Context: an optimization exercise on an open-source flow, tuned for small area and a short achievable clock period. The choices shown serve that exercise and are no tape-out recipe.
Where RTL was checked, it was by simulation tests only, not by an equivalence proof against the original.
Power figures rest on the tool's default switching activity, not on a simulated workload.

## P
==> module awstm, before the edit <==
module awstm(
        pps,
        tevt,
        evt,
        rst_n,
        clk
    );
    input pps;
    input [31:0] tevt;
    output [31:0] evt;
    input rst_n;
    input clk;
    reg r_pps;
    reg r_pps_lock;
    reg [14:0] r_k;           
    reg [26:0] r_td;
    reg [16:0] r_awstm;
    reg [30:0] r_tmev_next;
    reg [17:0] r_set_tmev;    
    reg [10:0] r_tcor;
    reg [7:0]  r_tcor_max;    
    reg r_eq;                 
    reg r_wrap;               
    wire evt_pps = pps & ~r_pps;
    assign evt = {r_set_tmev[17], 14'd0, r_set_tmev[16:0]};
    wire        low_zero = ~|r_td[18:0];
    wire [6:0]  a = (r_td[25:19] ^ {7{r_td[26]}}) + {6'd0, r_td[26] & low_zero};
    wire [6:0]  t1;
    wire [6:0]  t2;
    assign t1[6] = a[6];
    assign t1[5:0] = a[6:1] | a[5:0];
    assign t2[6] = t1[6];
    assign t2[5:0] = t1[6:1] ^ t1[5:0];
    wire [7:0]  tcm_next = {~(t1[1] & t1[2]), t2[0], t2[1], t2[2], t2[3], t2[4], t2[5], t2[6]};
    wire tcor_ge = r_tcor[10:3] >= r_tcor_max;
    wire eq_next = ~tcor_ge & (&r_tcor[2:0]) & (r_tcor[10:3] + 8'd1 == tcm_next);
    wire k_to = r_k[14] & ~r_k[12] & ~r_k[9] & ~r_k[8] & ~r_k[7] & ~r_k[2] & ~r_k[1] & ~r_k[0];
    wire cor = ~r_wrap & r_eq;
    wire inc0 = r_eq & r_td[26];
    wire inc2 = r_eq & ~r_td[26];
    wire at_99998 = (&r_awstm[16:15]) & (&r_awstm[10:9]) & r_awstm[7] & (&r_awstm[4:1]);
    wire at_99997 = (&r_awstm[16:15]) & (&r_awstm[10:9]) & r_awstm[7] & (&r_awstm[4:2]) & r_awstm[0];
    wire wrap_next = ~r_wrap & ((at_99998 & ~inc0) | (at_99997 & inc2));
    wire [16:0] aws_next = {17{~r_wrap}} & (r_awstm + {15'd0, inc2, ~inc0 & ~inc2});
    wire [26:0] td_op = cor ? {{26{~r_td[26]}}, 1'b1} : ({27{evt_pps}} & {{12{r_k[14]}}, r_k});
    wire [26:0] td_nx = r_td + td_op;
    wire [16:0] tm_l = r_tmev_next[16:0];
    wire        tm_hz = ~|r_tmev_next[30:17];
    wire        tm_ho = &r_tmev_next[30:17];
    wire        l_ones = &tm_l;
    wire [16:0] e = ~(tm_l ^ r_awstm);
    wire [16:0] q;
    assign q[16:0] = {e[16:1] ^ ~(r_awstm[15:0] | ~tm_l[15:0]), ~e[0]};
    wire        m_eq = tm_hz & (&e);
    wire        m_p1 = (&q) & (l_ones ? tm_ho : tm_hz);
    wire        match = m_eq | m_p1;
    wire        tm_gt = ~tm_hz | (tm_l > 17'd99999);
    wire        tm_add = match & ~tm_gt;
    wire [30:0] tm_a = {r_tmev_next[30:17] | ({14{tm_add}} & tevt[30:17]), tm_l};
    wire [30:0] tm_b = tm_gt ? 31'h7ffe7961 : {14'd0, {17{tm_add}} & tevt[16:0]};
    wire [30:0] tm_nx = tm_a + tm_b;
    always @(posedge clk or negedge rst_n) begin
        if (rst_n == 1'b0) begin
            r_pps <= 1'b0;
            r_pps_lock <= 1'b0;
            r_k <= 15'd9999;
            r_td <= 27'd0;
            r_tcor <= 11'd0;
            r_tcor_max <= 8'd128;
            r_eq <= 1'b0;
            r_wrap <= 1'b0;
            r_awstm <= 17'd0;
            r_tmev_next <= 31'd0;
            r_set_tmev <= 18'd0;
        end else begin
            r_pps <= pps;
            r_tcor_max <= tcm_next;
            r_tcor <= tcor_ge ? 11'd0 : r_tcor + 11'd1;
            r_eq <= eq_next;
            r_wrap <= wrap_next;
            if (evt_pps) begin
                r_pps_lock <= 1'b1;
                r_k <= 15'd9999;
            end else if (k_to) begin
                r_pps_lock <= 1'b0;
                r_k <= 15'd4999;
            end else begin
                r_k <= r_k - 15'd1;
            end
            r_td <= td_nx;
            r_awstm <= aws_next;
            if (match)
                r_set_tmev <= {r_pps_lock, r_awstm};
            r_tmev_next <= tm_nx;
        end
    end
endmodule
export LEC_CHECK = 0
export CAP_MARGIN = 20
export CORE_MARGIN = 2
export CORE_UTILIZATION = 40
export PLACE_DENSITY = 0.6
export SETUP_SLACK_MARGIN = 2.5
export SLEW_MARGIN = 20
create_clock -name core_clock -period 6.0 [get_ports {clk}]
run.sh (not shown) runs the stock make flow with config.mk's settings and CLKGATE_MAP_FILE= SYNTH_SCRIPT=/design/flow/synth_recipe.tcl, a recipe that flattens the netlist after the stock synthesis.
diff inputs: P => Q
diff --git a/flow/design.v b/flow/design.v
--- a/flow/design.v
+++ b/flow/design.v
@@ -41,11 +41,11 @@
     wire inc2 = r_eq & ~r_td[26];
     wire at_99998 = (&r_awstm[16:15]) & (&r_awstm[10:9]) & r_awstm[7] & (&r_awstm[4:1]);
     wire at_99997 = (&r_awstm[16:15]) & (&r_awstm[10:9]) & r_awstm[7] & (&r_awstm[4:2]) & r_awstm[0];
     wire wrap_next = ~r_wrap & ((at_99998 & ~inc0) | (at_99997 & inc2));
-    wire [16:0] aws_next = {17{~r_wrap}} & (r_awstm + {15'd0, inc2, ~inc0 & ~inc2});
-    wire [26:0] td_op = cor ? {{26{~r_td[26]}}, 1'b1} : ({27{evt_pps}} & {{12{r_k[14]}}, r_k});
-    wire [26:0] td_nx = r_td + td_op;
+    wire [16:0] aws_next = r_wrap ? 17'd0 : (inc2 ? r_awstm + 17'd2 : (inc0 ? r_awstm : r_awstm + 17'd1));
+    wire [26:0] td_pk = r_td + {{12{r_k[14]}}, r_k};
+    wire [26:0] td_pm = r_td + {{26{~r_td[26]}}, 1'b1};
     wire [16:0] tm_l = r_tmev_next[16:0];
     wire        tm_hz = ~|r_tmev_next[30:17];
     wire        tm_ho = &r_tmev_next[30:17];
     wire        l_ones = &tm_l;
@@ -55,12 +55,11 @@
     wire        m_eq = tm_hz & (&e);
     wire        m_p1 = (&q) & (l_ones ? tm_ho : tm_hz);
     wire        match = m_eq | m_p1;
     wire        tm_gt = ~tm_hz | (tm_l > 17'd99999);
-    wire        tm_add = match & ~tm_gt;
-    wire [30:0] tm_a = {r_tmev_next[30:17] | ({14{tm_add}} & tevt[30:17]), tm_l};
-    wire [30:0] tm_b = tm_gt ? 31'h7ffe7961 : {14'd0, {17{tm_add}} & tevt[16:0]};
-    wire [30:0] tm_nx = tm_a + tm_b;
+    wire [30:0] tm_sum = {tevt[30:17], 17'd0} + {14'd0, tm_l} + {14'd0, tevt[16:0]};
+    wire [30:0] tm_sub = r_tmev_next - 31'd99999;
+    wire [30:0] tm_keep = tm_gt ? tm_sub : r_tmev_next;
     always @(posedge clk or negedge rst_n) begin
         if (rst_n == 1'b0) begin
             r_pps <= 1'b0;
             r_pps_lock <= 1'b0;
@@ -87,12 +86,15 @@
                 r_k <= 15'd4999;
             end else begin
                 r_k <= r_k - 15'd1;
             end
-            r_td <= td_nx;
+            if (cor)
+                r_td <= td_pm;
+            else if (evt_pps)
+                r_td <= td_pk;
             r_awstm <= aws_next;
             if (match)
                 r_set_tmev <= {r_pps_lock, r_awstm};
-            r_tmev_next <= tm_nx;
+            r_tmev_next <= (match & ~tm_gt) ? tm_sum : tm_keep;
         end
     end
 endmodule
Results
- Row final critical-path setup slack: Q higher / P lower
- On part of the cycle the worst path needs, the higher figure sits with P, not Q.
- Xor-xnor portion of the synthesized cell area delta for Q relative to P: 0.22 points lower
- Fraction of standard cell area in multi-input logic ends up higher on Q.
- The category of the critical setup timing path comes out input port to register in one run and register to register in the other, namely in Q and P respectively.
- Sort P and Q by relative contribution of combinational cells to total power asc -> top: P
- Against P, Q reports a full die area that is higher.
- Q ended up with a higher total number of placement rows than P did.
- Changes observed in Q relative to P: final net count picked up an extra about 13%, wire length of the first global-routing pass increased by 7.0 mm relative to the old numbers, largest vdd supply drop grew by about 65%.
No functional check of the RTL was part of P.

[re-timing with driven ports]
No port has a modelled driver above. Below, the same layouts with a new extraction and two added sets of constraints.
Step 1 sets driving cells, clkbuf_16 on the clock port and buf_2 on the other inputs (assumed; they add their load-dependent delay and slew).
Step 2 times the ports against the registers' clock, not the clock port: input delays grow and output delays shrink by t, the midpoint of the rising clock arrivals with the driver on.
Slacks: no drivers / after step 1 / after step 2; pairs: no drivers / after step 1.
run	t, ns	slack for setup (ns)	hold WS [ns]	worst setup path after step 2	worst register clock-pin slew, ns
P	0.467	1.630 / 1.630 / 1.630	0.461 / 0.461 / 0.461	register to register	0.06 / 0.06
Q	0.472	2.562 / 2.583 / 2.111	0.465 / 0.465 / 0.465	input to register	0.07 / 0.07
After both steps every run listed still meets setup and hold. The setup slack of Q, which loses most, moves by +0.021 ns with the drivers and by -0.451 ns with both steps.
